This design comes from an exercise in tuning for small area, a short achievable clock period and few clock cycles on the open sky130 flow, not from production work.

==> run E <==
==> flow/design.v (excerpt) <==
module Mips_Processor (
    input             clk,
    input             rst,
    output     [15:0] mem_addr,
    output            mem_wr,
    output     [15:0] mem_wdata,
    input      [15:0] mem_rdata,
    output reg        wb_we,
    output reg [3:0]  wb_rd,
    output reg [15:0] wb_data
);
    localparam OP_ADD  = 4'd0,  OP_ADDM = 4'd1,  OP_SUB = 4'd2,  OP_ADDI = 4'd3;
    localparam OP_MUL  = 4'd4,  OP_AND  = 4'd5,  OP_SHL = 4'd6,  OP_LW   = 4'd7;
    localparam OP_LWI  = 4'd8,  OP_SW   = 4'd9,  OP_SWI = 4'd10, OP_CLR  = 4'd11;
    localparam OP_LI   = 4'd12, OP_CMP  = 4'd13, OP_BNE = 4'd14, OP_J    = 4'd15;
    function writes_reg(input [3:0] op);
        writes_reg = (op == OP_ADD) || (op == OP_ADDM) || (op == OP_SUB) || (op == OP_ADDI) ||
                     (op == OP_AND) || (op == OP_SHL) || (op == OP_LW) || (op == OP_LWI) ||
                     (op == OP_CLR) || (op == OP_LI);
    endfunction
    function uses_ba(input [3:0] op);
        uses_ba = (op == OP_ADDM) || (op == OP_LW) || (op == OP_LWI) || (op == OP_SW) || (op == OP_SWI);
    endfunction
    function is_load(input [3:0] op);
        is_load = (op == OP_ADDM) || (op == OP_LW) || (op == OP_LWI);
    endfunction
    function b_is_reg(input [3:0] op);
        b_is_reg = (op == OP_ADD) || (op == OP_SUB) || (op == OP_MUL) || (op == OP_AND) || (op == OP_CMP);
    endfunction
    function real_rd(input [3:0] r);
        real_rd = (r != 4'd0) && (r != 4'd9) && (r != 4'd12) && (r != 4'd13);
    endfunction
    function is_hilo(input [3:0] r);
  ...
export LEC_CHECK = 0
export ABC_AREA = 1
export CAP_MARGIN = 20
export CORE_MARGIN = 2
export CORE_UTILIZATION = 40
export PLACE_DENSITY = 0.6
export SLEW_MARGIN = 20
create_clock -name core_clock -period 11.0 [get_ports {clk}]
standard.sh (not shown) runs the stock make flow with config.mk's settings and CLKGATE_MAP_FILE= SYNTH_SCRIPT=/design/flow/synth_recipe.tcl, a recipe that flattens the netlist after the stock synthesis.
==> flow/flow/run.sh <==
#!/bin/bash
# Standard layout with extra make settings: a tighter timing-repair target,
# and the settings listed on the make line below.
set -euo pipefail
bash standard.sh 'SETUP_SLACK_MARGIN=7' 'BUFFER_PORTS_ARGS=-buffer_cell sky130_fd_sc_hd__buf_4' finish > flow_make.log 2>&1
==> inputs of run M, as changes to run E <==
--- a/flow/design.v
+++ b/flow/design.v
@@ -54,20 +54,19 @@
     reg         tsel;
     reg         d_valid;
     reg  [15:0] d_ir;
     reg         d_ba, d_rd1, d_rd2, d_isbne, d_hl;
     reg  [3:0]  d_r1, d_r2;
     reg         d_byp1, d_byp2;  
     reg         e_valid;
     reg  [3:0]  e_rd;
-    reg  [15:0] e_v1, e_v2, e_imm;    
+    reg  [15:0] e_v1, e_v2, e_imm;
     reg         e_fm1, e_fw1, e_fm2, e_fw2;
     reg         e_fv1, e_fv2;    
-    reg         e_bm, e_bw, e_bv, e_bi;
     reg         e_fwd;           
     reg         e_ldr;           
     reg         e_sub, e_breg, e_s_and, e_s_shl, e_s_imm, e_cmp, e_mul, e_bne;
     reg         e_mem, e_sw, e_two, e_ld, e_addm, e_wr;
     reg         m_valid, m_port, m_wr, m_ph1, m_swi;
     reg         m_asel, a_t, a_p;
     reg         m_ld, m_addm, m_wrr;
     reg  [3:0]  m_rd;
@@ -81,22 +80,19 @@
     wire freeze = m_ph1;        
     wire [15:0] fa   = tsel ? tgt : pc;
     assign mem_addr  = ({16{m_asel}} & m_res) | ({16{a_t}} & tgt) | ({16{a_p}} & pc);
     assign mem_wr    = m_wr;
     assign mem_wdata = m_s;
     wire [20:0] m_sum    = ks20({4'd0, m_addm ? m_s : 16'd0}, {4'd0, mem_rdata}, 1'b0);
     wire [15:0] m_result = (m_ld || m_addm) ? m_sum[15:0] : m_res;
     wire [15:0] f1 = ({16{e_fm1}} & m_res) | ({16{e_fw1}} & wb_data) | ({16{e_fv1}} & e_v1);
-    wire [15:0] e_s16 = {16{e_sub}};
-    wire [15:0] f2x = ({16{e_fm2}} & (m_res ^ e_s16)) | ({16{e_fw2}} & (wb_data ^ e_s16)) | ({16{e_fv2}} & e_v2);
-    wire [15:0] f2  = f2x ^ e_s16;
-    wire [15:0] e_b = ({16{e_bm}} & (m_res ^ e_s16)) | ({16{e_bw}} & (wb_data ^ e_s16)) |
-                      ({16{e_bv}} & e_v2) | ({16{e_bi}} & e_imm);
-    wire [20:0] e_ks  = ks20({4'd0, f1}, {4'd0, e_b}, e_sub);
+    wire [15:0] f2 = ({16{e_fm2}} & m_res) | ({16{e_fw2}} & wb_data) | ({16{e_fv2}} & e_v2);
+    wire [15:0] e_b   = e_breg ? f2 : e_imm;
+    wire [20:0] e_ks  = ks20({4'd0, f1}, {4'd0, e_sub ? ~e_b : e_b}, e_sub);
     wire [16:0] e_sum = {e_ks[16], e_ks[15:0]};
     wire        e_eq  = (f1 == f2);
     wire [15:0] e_shl = (e_imm[7:4] != 4'd0) ? 16'd0 : (f1 << e_imm[3:0]);
     wire [3:0]  e_sr  = {e_eq, e_sum[15], e_sum[16], (f1[15] != f2[15]) && (e_sum[15] != f1[15])};
     wire [15:0] e_res = e_s_and ? (f1 & f2) :
                         e_s_shl ? e_shl :
                         e_s_imm ? e_imm :
                         e_cmp   ? {e_sr, 12'd0} : e_sum[15:0];
@@ -110,18 +106,16 @@
     always @* begin
         case (d_op)
             OP_ADDM, OP_LW, OP_LI: d_imm = d_sx2;
             OP_CLR:                d_imm = 16'd0;
             default:               d_imm = d_sx;
         endcase
     end
     wire [3:0]  d_dest = (d_op == OP_CMP) ? 4'd9 : d_ir[11:8];
-    wire        d_sub  = (d_op == OP_SUB) || (d_op == OP_CMP);
-    wire        d_breg = b_is_reg(d_op);
     wire        d_fwd  = (writes_reg(d_op) && !is_load(d_op) && real_rd(d_ir[11:8])) || (d_op == OP_CMP);
     function [15:0] rf_rd(input [3:0] r);
         case (r)
             4'd1:    rf_rd = x1;
             4'd2:    rf_rd = x2;
             4'd3:    rf_rd = x3;
             4'd4:    rf_rd = x4;
             4'd5:    rf_rd = x5;
@@ -159,23 +153,23 @@
     wire [9:0]  f_lo   = {f_ks[8:0], pcp2[0]};
     wire [6:0]  f_hi0  = pcp2[15:9];
     wire [6:0]  f_hip  = pcp2[15:9] + 7'd1;
     wire [6:0]  f_him  = pcp2[15:9] - 7'd1;
     wire [6:0]  f_hic  = mem_rdata[7] ? f_hi0 : f_hip;     
     wire [6:0]  f_hin  = mem_rdata[7] ? f_him : f_hi0;     
     wire [6:0]  f_hi   = ({7{f_lo[9]}} & f_hic) | ({7{!f_lo[9]}} & f_hin);
     wire [15:0] f_btgt = {f_hi, f_lo[8:0]};
-    wire        d_free = !d_valid || d_adv;      
-    wire        take   = !m_port && d_free && !mis_d && !mis_e;
+    wire        take   = !m_port && (!d_valid || d_adv) && !mis_d && !mis_e;
     wire        tsel_n = !mis_e && !mis_d && (take ? (f_op == OP_BNE) : tsel);
     wire        masel_n = freeze || (e_valid && e_mem);
     wire        f_ba   = uses_ba(f_op);
     wire [3:0]  f_r1   = f_ba ? 4'd10 : mem_rdata[11:8];
     wire [3:0]  f_r2   = f_ba ? mem_rdata[11:8] : mem_rdata[7:4];
+    wire        d_free = !d_valid || d_adv;
     wire        w_next = m_valid && m_wrr && !freeze && real_rd(m_rd);
     wire [3:0]  nd_r1  = d_free ? f_r1 : d_r1;
     wire [3:0]  nd_r2  = d_free ? f_r2 : d_r2;
     wire        f_rd1  = (f_op != OP_LI) && (f_op != OP_CLR) && (f_op != OP_BNE) && (f_op != OP_J);
     wire        f_rd2  = b_is_reg(f_op) || (f_op == OP_ADDM) || (f_op == OP_SW) || (f_op == OP_SWI);
     wire        f_hl   = (f_rd1 && !f_ba && is_hilo(mem_rdata[11:8])) ||
                          (f_rd2 && is_hilo(f_ba ? mem_rdata[11:8] : mem_rdata[7:4]));
     function [17:0] mpick(input [1:0] dgt);
@@ -201,26 +195,16 @@
         if (rst_q || (wb_we && wb_rd == 4'd7))  x7  <= rst_q ? 16'd0 : wb_data;
         if (rst_q || (wb_we && wb_rd == 4'd8))  x8  <= rst_q ? 16'd0 : wb_data;
         if (rst_q || (wb_we && wb_rd == 4'd10)) x10 <= rst_q ? 16'd0 : wb_data;
         if (rst_q || (wb_we && wb_rd == 4'd11)) x11 <= rst_q ? 16'd0 : wb_data;
         if (rst_q || (wb_we && wb_rd == 4'd14)) x14 <= rst_q ? 16'd0 : wb_data;
         if (rst_q || (wb_we && wb_rd == 4'd15)) x15 <= rst_q ? 16'd0 : wb_data;
         d_byp1 <= w_next && (m_rd == nd_r1);
         d_byp2 <= w_next && (m_rd == nd_r2);
-        if (d_free) begin
-            d_ir <= mem_rdata;
-            d_ba <= f_ba;
-            d_r1 <= f_r1;
-            d_r2 <= f_r2;
-            d_rd1 <= f_rd1;
-            d_rd2 <= f_rd2;
-            d_isbne <= (f_op == OP_BNE);
-            d_hl <= f_hl;
-        end
         if (rst)
             mcnt <= 3'd0;
         else if (e_mulv && !freeze)
             mcnt <= 3'd4;
         else if (mcnt != 3'd0)
             mcnt <= mcnt - 3'd1;
         if (rst_q) begin
             hi <= 16'd0;
@@ -256,21 +240,17 @@
             wb_we   <= m_valid && m_wrr && !freeze;
             wb_rd   <= m_rd;
             wb_data <= m_result;
             if (freeze) begin
                 m_ph1   <= 1'b0;
                 m_res   <= mem_rdata;
                 m_wr    <= m_swi;
                 e_v1    <= f1;
-                e_v2    <= f2x;
-                e_bm    <= 1'b0;
-                e_bw    <= 1'b0;
-                e_bv    <= e_breg;
-                e_bi    <= !e_breg;
+                e_v2    <= f2;
                 e_fm1   <= 1'b0;
                 e_fm2   <= 1'b0;
                 e_fw1   <= 1'b0;
                 e_fw2   <= 1'b0;
                 e_fv1   <= 1'b1;
                 e_fv2   <= 1'b1;
             end else begin
                 m_valid <= e_valid;
@@ -284,30 +264,26 @@
                 m_ld    <= e_ld;
                 m_addm  <= e_addm;
                 m_wrr   <= e_wr;
                 e_valid <= d_adv && !mis_e && (!d_bne || e_cmpv);
                 e_rd    <= d_dest;
                 e_fwd   <= d_fwd;
                 e_ldr   <= is_load(d_op) && real_rd(d_ir[11:8]);
                 e_v1    <= d_bne ? pc : d_ra;    
-                e_v2    <= d_sub ? ~d_rb : d_rb;
-                e_bm    <= d_breg && fm2_n;
-                e_bw    <= d_breg && !fm2_n && fw2_n;
-                e_bv    <= d_breg && !fm2_n && !fw2_n;
-                e_bi    <= !d_breg;
+                e_v2    <= d_rb;
                 e_imm   <= d_imm;
                 e_fm1   <= fm1_n;
                 e_fm2   <= fm2_n;
                 e_fw1   <= !fm1_n && fw1_n;
                 e_fw2   <= !fm2_n && fw2_n;
                 e_fv1   <= !fm1_n && !fw1_n;
                 e_fv2   <= !fm2_n && !fw2_n;
-                e_sub   <= d_sub;
-                e_breg  <= d_breg;
+                e_sub   <= (d_op == OP_SUB) || (d_op == OP_CMP);
+                e_breg  <= b_is_reg(d_op);
                 e_s_and <= (d_op == OP_AND);
                 e_s_shl <= (d_op == OP_SHL);
                 e_s_imm <= (d_op == OP_CLR) || (d_op == OP_LI);
                 e_cmp   <= (d_op == OP_CMP);
                 e_mul   <= (d_op == OP_MUL);
                 e_bne   <= (d_op == OP_BNE);
                 e_mem   <= d_ba;
                 e_sw    <= (d_op == OP_SW);
@@ -332,15 +308,23 @@
                     tsel <= 1'b0;
                     d_valid <= 1'b0;
                 end else begin
                     pc <= pcp2;
                     tsel <= (f_op == OP_BNE);
                     if (f_op == OP_BNE)
                         tgt <= f_btgt;
                     d_valid <= 1'b1;
+                    d_ir <= mem_rdata;
+                    d_ba <= f_ba;
+                    d_r1 <= f_r1;
+                    d_r2 <= f_r2;
+                    d_rd1 <= f_rd1;
+                    d_rd2 <= f_rd2;
+                    d_isbne <= (f_op == OP_BNE);
+                    d_hl <= f_hl;
                 end
             end else if (d_adv) begin
                 d_valid <= 1'b0;
             end
         end
     end
 endmodule
CTS_CLUSTER_DIAMETER = 80   (was not set)
CTS_CLUSTER_SIZE = 30   (was not set)
==> inputs of run P, as changes to run E <==
==> flow/design.v (replaced) <==
module Mips_Processor (
    input             clk,
    input             rst,
    output     [15:0] mem_addr,
    output            mem_wr,
    output     [15:0] mem_wdata,
    input      [15:0] mem_rdata,
    output reg        wb_we,
    output reg [3:0]  wb_rd,
    output reg [15:0] wb_data
);
    localparam OP_ADD  = 4'd0,  OP_ADDM = 4'd1,  OP_SUB = 4'd2,  OP_ADDI = 4'd3;
    localparam OP_MUL  = 4'd4,  OP_AND  = 4'd5,  OP_SHL = 4'd6,  OP_LW   = 4'd7;
    localparam OP_LWI  = 4'd8,  OP_SW   = 4'd9,  OP_SWI = 4'd10, OP_CLR  = 4'd11;
    localparam OP_LI   = 4'd12, OP_CMP  = 4'd13, OP_BNE = 4'd14, OP_J    = 4'd15;
    function writes_reg(input [3:0] op);
        writes_reg = (op == OP_ADD) || (op == OP_ADDM) || (op == OP_SUB) || (op == OP_ADDI) ||
                     (op == OP_AND) || (op == OP_SHL) || (op == OP_LW) || (op == OP_LWI) ||
                     (op == OP_CLR) || (op == OP_LI);
    endfunction
    function uses_ba(input [3:0] op);
        uses_ba = (op == OP_ADDM) || (op == OP_LW) || (op == OP_LWI) || (op == OP_SW) || (op == OP_SWI);
    endfunction
    function is_load(input [3:0] op);
        is_load = (op == OP_ADDM) || (op == OP_LW) || (op == OP_LWI);
    endfunction
    function b_is_reg(input [3:0] op);
        b_is_reg = (op == OP_ADD) || (op == OP_SUB) || (op == OP_MUL) || (op == OP_AND) || (op == OP_CMP);
    endfunction
    function real_rd(input [3:0] r);
        real_rd = (r != 4'd0) && (r != 4'd9) && (r != 4'd12) && (r != 4'd13);
    endfunction
    function is_hilo(input [3:0] r);
        is_hilo = (r == 4'd12) || (r == 4'd13);
    endfunction
    function [20:0] ks20(input [19:0] a, input [19:0] b, input cin);
        reg [19:0] g, p, gg, pp;
        integer i, d;
        begin
            g = a & b;
            p = a ^ b;
            gg = g;
            pp = p;
            gg[0] = g[0] | (p[0] & cin);
            for (d = 1; d < 20; d = d * 2)
                for (i = 19; i >= d; i = i - 1) begin
                    gg[i] = gg[i] | (pp[i] & gg[i - d]);
                    pp[i] = pp[i] & pp[i - d];
                end
            ks20 = {gg[19], p ^ {gg[18:0], cin}};
        end
    endfunction
    reg  [15:0] pc, tgt;
    reg         tsel;
    reg         d_valid;
    reg  [15:0] d_ir;
    reg         d_ba, d_rd1, d_rd2, d_isbne, d_hl;
    reg         e_valid;
    reg  [3:0]  e_rd;
    reg  [15:0] e_v1, e_v2, e_imm;
    reg         e_fm1, e_fw1, e_fm2, e_fw2;
    reg         e_fwd;           
    reg         e_ldr;           
    reg         e_sub, e_breg, e_s_and, e_s_shl, e_s_imm, e_cmp, e_mul, e_bne;
    reg         e_mem, e_sw, e_two, e_ld, e_addm, e_wr;
    reg         m_valid, m_port, m_wr, m_ph1, m_swi;
    reg         m_asel, a_t, a_p;
    reg         m_two, m_ld, m_addm, m_wrr;
    reg  [3:0]  m_rd;
    reg  [15:0] m_res, m_s;
    reg  [3:0]  sr;              
    reg  [15:0] hi, lo, mcand;
    reg  [17:0] mcand3;          
    reg  [2:0]  mcnt;
    reg  [15:0] x1, x2, x3, x4, x5, x6, x7, x8, x10, x11, x14, x15;
    reg         rst_q;           
    wire freeze = m_ph1;        
    wire [15:0] fa   = tsel ? tgt : pc;
    assign mem_addr  = ({16{m_asel}} & m_res) | ({16{a_t}} & tgt) | ({16{a_p}} & pc);
    assign mem_wr    = m_wr;
    assign mem_wdata = m_s;
    wire [20:0] m_sum    = ks20({4'd0, m_addm ? m_s : 16'd0}, {4'd0, mem_rdata}, 1'b0);
    wire [15:0] m_result = (m_ld || m_addm) ? m_sum[15:0] : m_res;
    wire [15:0] f1 = e_fm1 ? m_res : (e_fw1 ? wb_data : e_v1);
    wire [15:0] f2 = e_fm2 ? m_res : (e_fw2 ? wb_data : e_v2);
    wire [15:0] e_b   = e_breg ? f2 : e_imm;
    wire [20:0] e_ks  = ks20({4'd0, f1}, {4'd0, e_sub ? ~e_b : e_b}, e_sub);
    wire [16:0] e_sum = {e_ks[16], e_ks[15:0]};
    wire        e_eq  = (f1 == f2);
    wire [15:0] e_shl = (e_imm[7:4] != 4'd0) ? 16'd0 : (f1 << e_imm[3:0]);
    wire [3:0]  e_sr  = {e_eq, e_sum[15], e_sum[16], (f1[15] != f2[15]) && (e_sum[15] != f1[15])};
    wire [15:0] e_res = e_s_and ? (f1 & f2) :
                        e_s_shl ? e_shl :
                        e_s_imm ? e_imm :
                        e_cmp   ? {e_sr, 12'd0} : e_sum[15:0];
    wire e_cmpv = e_valid && e_cmp;
    wire [20:0] mcand3_n = ks20({4'd0, f1}, {3'd0, f1, 1'b0}, 1'b0);
    wire e_mulv = e_valid && e_mul;
    wire [3:0]  d_op  = d_ir[15:12];
    wire [3:0]  d_r1  = d_ba ? 4'd10 : d_ir[11:8];
    wire [3:0]  d_r2  = d_ba ? d_ir[11:8] : d_ir[7:4];
    wire [15:0] d_sx  = {{8{d_ir[7]}}, d_ir[7:0]};
    wire [15:0] d_sx2 = {d_sx[14:0], 1'b0};
    reg  [15:0] d_imm;
    always @* begin
        case (d_op)
            OP_ADDM, OP_LW, OP_LI: d_imm = d_sx2;
            OP_CLR:                d_imm = 16'd0;
            default:               d_imm = d_sx;
        endcase
    end
    wire [3:0]  d_dest = (d_op == OP_CMP) ? 4'd9 : d_ir[11:8];
    wire        d_fwd  = (writes_reg(d_op) && !is_load(d_op) && real_rd(d_ir[11:8])) || (d_op == OP_CMP);
    function [15:0] rf_rd(input [3:0] r);
        case (r)
            4'd1:    rf_rd = x1;
            4'd2:    rf_rd = x2;
            4'd3:    rf_rd = x3;
            4'd4:    rf_rd = x4;
            4'd5:    rf_rd = x5;
            4'd6:    rf_rd = x6;
            4'd7:    rf_rd = x7;
            4'd8:    rf_rd = x8;
            4'd9:    rf_rd = {sr, 12'd0};
            4'd10:   rf_rd = x10;
            4'd11:   rf_rd = x11;
            4'd12:   rf_rd = hi;
            4'd13:   rf_rd = lo;
            4'd14:   rf_rd = x14;
            4'd15:   rf_rd = x15;
            default: rf_rd = 16'd0;
        endcase
    endfunction
    wire        wb_real = wb_we && real_rd(wb_rd);
    wire [15:0] d_ra    = (wb_real && wb_rd == d_ir[11:8]) ? wb_data : rf_rd(d_ir[11:8]);
    wire [15:0] d_rb    = (wb_real && wb_rd == d_ir[7:4]) ? wb_data : rf_rd(d_ir[7:4]);
    wire [15:0] d_ba_v  = (wb_we && wb_rd == 4'd10) ? wb_data : x10;
    wire m_wreal  = m_valid && m_wrr && real_rd(m_rd);
    wire load_use = e_valid && e_ldr && ((d_rd1 && d_r1 == e_rd) || (d_rd2 && d_r2 == e_rd));
    wire mul_busy = e_mulv || (mcnt != 3'd0);
    wire hilo_use = mul_busy && d_hl;
    wire stall_d  = load_use || hilo_use;
    wire d_adv    = d_valid && !freeze && !stall_d;
    wire d_bne    = d_valid && d_isbne;
    wire mis_e    = e_valid && e_bne && sr[3] && !freeze;
    wire mis_d    = d_bne && !e_cmpv && sr[3] && !freeze && !mis_e;
    wire [15:0] pcp2   = fa + 16'd2;
    wire [3:0]  f_op   = mem_rdata[15:12];
    wire [20:0] f_ks   = ks20({12'd0, pcp2[8:1]}, {12'd0, mem_rdata[7:0]}, 1'b0);
    wire [9:0]  f_lo   = {f_ks[8:0], pcp2[0]};
    wire [6:0]  f_hi0  = pcp2[15:9];
    wire [6:0]  f_hip  = pcp2[15:9] + 7'd1;
    wire [6:0]  f_him  = pcp2[15:9] - 7'd1;
    wire [6:0]  f_hic  = mem_rdata[7] ? f_hi0 : f_hip;     
    wire [6:0]  f_hin  = mem_rdata[7] ? f_him : f_hi0;     
    wire [6:0]  f_hi   = ({7{f_lo[9]}} & f_hic) | ({7{!f_lo[9]}} & f_hin);
    wire [15:0] f_btgt = {f_hi, f_lo[8:0]};
    wire        take   = !m_port && (!d_valid || d_adv) && !mis_d && !mis_e;
    wire        tsel_n = !mis_e && !mis_d && (take ? (f_op == OP_BNE) : tsel);
    wire        masel_n = freeze || (e_valid && e_mem);
    wire        f_ba   = uses_ba(f_op);
    wire        f_rd1  = (f_op != OP_LI) && (f_op != OP_CLR) && (f_op != OP_BNE) && (f_op != OP_J);
    wire        f_rd2  = b_is_reg(f_op) || (f_op == OP_ADDM) || (f_op == OP_SW) || (f_op == OP_SWI);
    wire        f_hl   = (f_rd1 && !f_ba && is_hilo(mem_rdata[11:8])) ||
                         (f_rd2 && is_hilo(f_ba ? mem_rdata[11:8] : mem_rdata[7:4]));
    function [17:0] mpick(input [1:0] dgt);
        mpick = ({18{dgt == 2'd1}} & {2'b00, mcand}) |
                ({18{dgt == 2'd2}} & {1'b0, mcand, 1'b0}) |
                ({18{dgt == 2'd3}} & mcand3);
    endfunction
    wire [19:0] mul_x = {4'd0, hi};
    wire [19:0] mul_y = {2'd0, mpick(lo[1:0])};
    wire [19:0] mul_z = {mpick(lo[3:2]), 2'd0};
    wire [19:0] mul_s = mul_x ^ mul_y ^ mul_z;
    wire [19:0] mul_c = (mul_x & mul_y) | (mul_x & mul_z) | (mul_y & mul_z);
    wire [20:0] mul_k = ks20(mul_s, {mul_c[18:0], 1'b0}, 1'b0);
    wire [19:0] mul_p = mul_k[19:0];
    always @(posedge clk) begin
        rst_q <= rst;
        if (rst_q || (wb_we && wb_rd == 4'd1))  x1  <= rst_q ? 16'd0 : wb_data;
        if (rst_q || (wb_we && wb_rd == 4'd2))  x2  <= rst_q ? 16'd0 : wb_data;
        if (rst_q || (wb_we && wb_rd == 4'd3))  x3  <= rst_q ? 16'd0 : wb_data;
        if (rst_q || (wb_we && wb_rd == 4'd4))  x4  <= rst_q ? 16'd0 : wb_data;
        if (rst_q || (wb_we && wb_rd == 4'd5))  x5  <= rst_q ? 16'd0 : wb_data;
        if (rst_q || (wb_we && wb_rd == 4'd6))  x6  <= rst_q ? 16'd0 : wb_data;
        if (rst_q || (wb_we && wb_rd == 4'd7))  x7  <= rst_q ? 16'd0 : wb_data;
        if (rst_q || (wb_we && wb_rd == 4'd8))  x8  <= rst_q ? 16'd0 : wb_data;
        if (rst_q || (wb_we && wb_rd == 4'd10)) x10 <= rst_q ? 16'd0 : wb_data;
        if (rst_q || (wb_we && wb_rd == 4'd11)) x11 <= rst_q ? 16'd0 : wb_data;
        if (rst_q || (wb_we && wb_rd == 4'd14)) x14 <= rst_q ? 16'd0 : wb_data;
        if (rst_q || (wb_we && wb_rd == 4'd15)) x15 <= rst_q ? 16'd0 : wb_data;
        if (rst) begin
            pc <= 16'd0;
            tsel <= 1'b0;
            d_valid <= 1'b0;
            e_valid <= 1'b0;
            m_valid <= 1'b0;
            m_port <= 1'b0;
            m_asel <= 1'b0;
            a_t <= 1'b0;
            a_p <= 1'b1;
            m_wr <= 1'b0;
            m_ph1 <= 1'b0;
            wb_we <= 1'b0;
            sr <= 4'd0;
            hi <= 16'd0;
            lo <= 16'd0;
            mcnt <= 3'd0;
        end else begin
            wb_we   <= m_valid && m_wrr && !freeze;
            wb_rd   <= m_rd;
            wb_data <= m_result;
            if (e_mulv && !freeze) begin
                hi    <= 16'd0;
                lo    <= f2;
                mcand <= f1;
                mcand3 <= mcand3_n[17:0];
                mcnt  <= 3'd4;
            end else if (mcnt != 3'd0) begin
                {hi, lo} <= {mul_p, lo[15:4]};
                mcnt <= mcnt - 3'd1;
            end
            if (freeze) begin
                m_ph1   <= 1'b0;
                m_res   <= mem_rdata;
                m_wr    <= m_swi;
                e_v1    <= f1;
                e_v2    <= f2;
                e_fw1   <= 1'b0;
                e_fw2   <= 1'b0;
            end else begin
                m_valid <= e_valid;
                m_rd    <= e_rd;
                m_res   <= e_res;
                m_s     <= f2;
                m_port  <= e_valid && e_mem;
                m_wr    <= e_valid && e_sw;
                m_ph1   <= e_valid && e_two;
                m_two   <= e_two;
                m_swi   <= e_two && !e_wr;
                m_ld    <= e_ld;
                m_addm  <= e_addm;
                m_wrr   <= e_wr;
                if (e_cmpv)
                    sr <= e_sr;
                e_valid <= d_adv && !mis_e && (!d_bne || e_cmpv);
                e_rd    <= d_dest;
                e_fwd   <= d_fwd;
                e_ldr   <= is_load(d_op) && real_rd(d_ir[11:8]);
                e_v1    <= d_bne ? pc : (d_ba ? d_ba_v : d_ra);    
                e_v2    <= d_ba ? d_ra : d_rb;
                e_imm   <= d_imm;
                e_fm1   <= e_valid && e_fwd && (e_rd == d_r1);
                e_fm2   <= e_valid && e_fwd && (e_rd == d_r2);
                e_fw1   <= m_wreal && (m_rd == d_r1);
                e_fw2   <= m_wreal && (m_rd == d_r2);
                e_sub   <= (d_op == OP_SUB) || (d_op == OP_CMP);
                e_breg  <= b_is_reg(d_op);
                e_s_and <= (d_op == OP_AND);
                e_s_shl <= (d_op == OP_SHL);
                e_s_imm <= (d_op == OP_CLR) || (d_op == OP_LI);
                e_cmp   <= (d_op == OP_CMP);
                e_mul   <= (d_op == OP_MUL);
                e_bne   <= (d_op == OP_BNE);
                e_mem   <= d_ba;
                e_sw    <= (d_op == OP_SW);
                e_two   <= (d_op == OP_LWI) || (d_op == OP_SWI);
                e_ld    <= (d_op == OP_LW) || (d_op == OP_LWI);
                e_addm  <= (d_op == OP_ADDM);
                e_wr    <= writes_reg(d_op);
            end
            m_asel <= masel_n;
            a_t    <= !masel_n && tsel_n;
            a_p    <= !masel_n && !tsel_n;
            if (mis_e) begin
                pc <= e_v1;
                tsel <= 1'b0;
                d_valid <= 1'b0;
            end else if (mis_d) begin
                tsel <= 1'b0;
                d_valid <= 1'b0;
            end else if (take) begin
                if (f_op == OP_J) begin
                    pc <= {pcp2[15:13], mem_rdata[11:0], 1'b0};
                    tsel <= 1'b0;
                    d_valid <= 1'b0;
                end else begin
                    pc <= pcp2;
                    tsel <= (f_op == OP_BNE);
                    if (f_op == OP_BNE)
                        tgt <= f_btgt;
                    d_valid <= 1'b1;
                    d_ir <= mem_rdata;
                    d_ba <= f_ba;
                    d_rd1 <= f_rd1;
                    d_rd2 <= f_rd2;
                    d_isbne <= (f_op == OP_BNE);
                    d_hl <= f_hl;
                end
            end else if (d_adv) begin
                d_valid <= 1'b0;
            end
        end
    end
endmodule
ABC_AREA = not set   (was 1)
CORE_UTILIZATION = 55   (was 40)
PLACE_DENSITY = 0.7   (was 0.6)
==> out/results.env <==
WORSTPATHMAXFANOUT=6
N_TAP_CELL=950
CLOCK_SINKS=470
SYNTH_ADDER_AREA_SHARE_PCT=5.67
RUN_STATUS='no timing/DRC/antenna violations'
SH_SEQ_AREA_PCT=41.4
Source of the figures above: run E

==> out/results.env <==
N_TAP_CELL=672
TIMING.HOLD.WORST.START='e_addm$_DFFE_PP_'
SYNTH_ADDER_AREA_SHARE_PCT=5.83
SH_SEQ_AREA_PCT=40.3
RUN_STATUS='no timing/DRC/antenna violations'
CLOCK_TREE_FROM_TRITONCTS='done'
POST_ROUTE_CELLS_DRIVE_ABOVE_1_SHARE_PCT=17.3
WORSTPATHMAXFANOUT=4
COMBINED_GLOBAL_ROUTE_UTILIZATION_OF_ALL_METAL_LAYERS_PCT=41.3
GLOBAL_ROUTE.USAGE.MET2_PCT=61.3
CLOCK_SINKS=454
Source of the figures above: run P

==> out/results.env <==
RUN_STATUS='no timing/DRC/antenna violations'
SYNTH_ADDER_AREA_SHARE_PCT=5.90
ANTENNA_FOUND_INITIAL=1
N_TAP_CELL=882
POSTLAYOUTCELLAREA_MM2=0.0305
DR_TOTAL_VIAS=24000
SH_SEQ_AREA_PCT=43.7
CTS-BUFFERS-INSERTED=28
WORSTPATHMAXFANOUT=5
Source of the figures above: run M

No functional check of the RTL was part of any run of this note.

port drivers added, routing unchanged:
How much do the figures lean on ideal ports? The routed layouts below were timed once more, with nothing changed but the port constraints. Step 1: set_driving_cell puts a clkbuf_16 on clk and a buf_2 on each other input, an assumption about the parent block. Step 2 times the ports against the registers' clock, not the clock port: input delays grow and output delays shrink by t, the midpoint of the rising clock arrivals with the driver on. Three values: ideal, step 1, step 2; two values: the first two.
| run | t, ns | setup slack, ns | latest minus earliest clock arrival (ns) | slew at the worst register clock pin (ns) |
|---|---|---|---|---|
| run E | 0.675 | 7.082 / 7.016 / 6.611 | 0.022 / 0.021 | 0.07 / 0.07 |
| run M | 0.680 | 7.148 / 7.122 / 6.507 | 0.024 / 0.024 | 0.11 / 0.11 |
| run P | 0.661 | 6.908 / 6.871 / 6.259 | 0.019 / 0.018 | 0.07 / 0.07 |
After both steps setup and hold are still met in every run listed. For run P, which loses most, drivers alone change the setup slack by -0.037 ns; drivers and shift together by -0.649 ns.
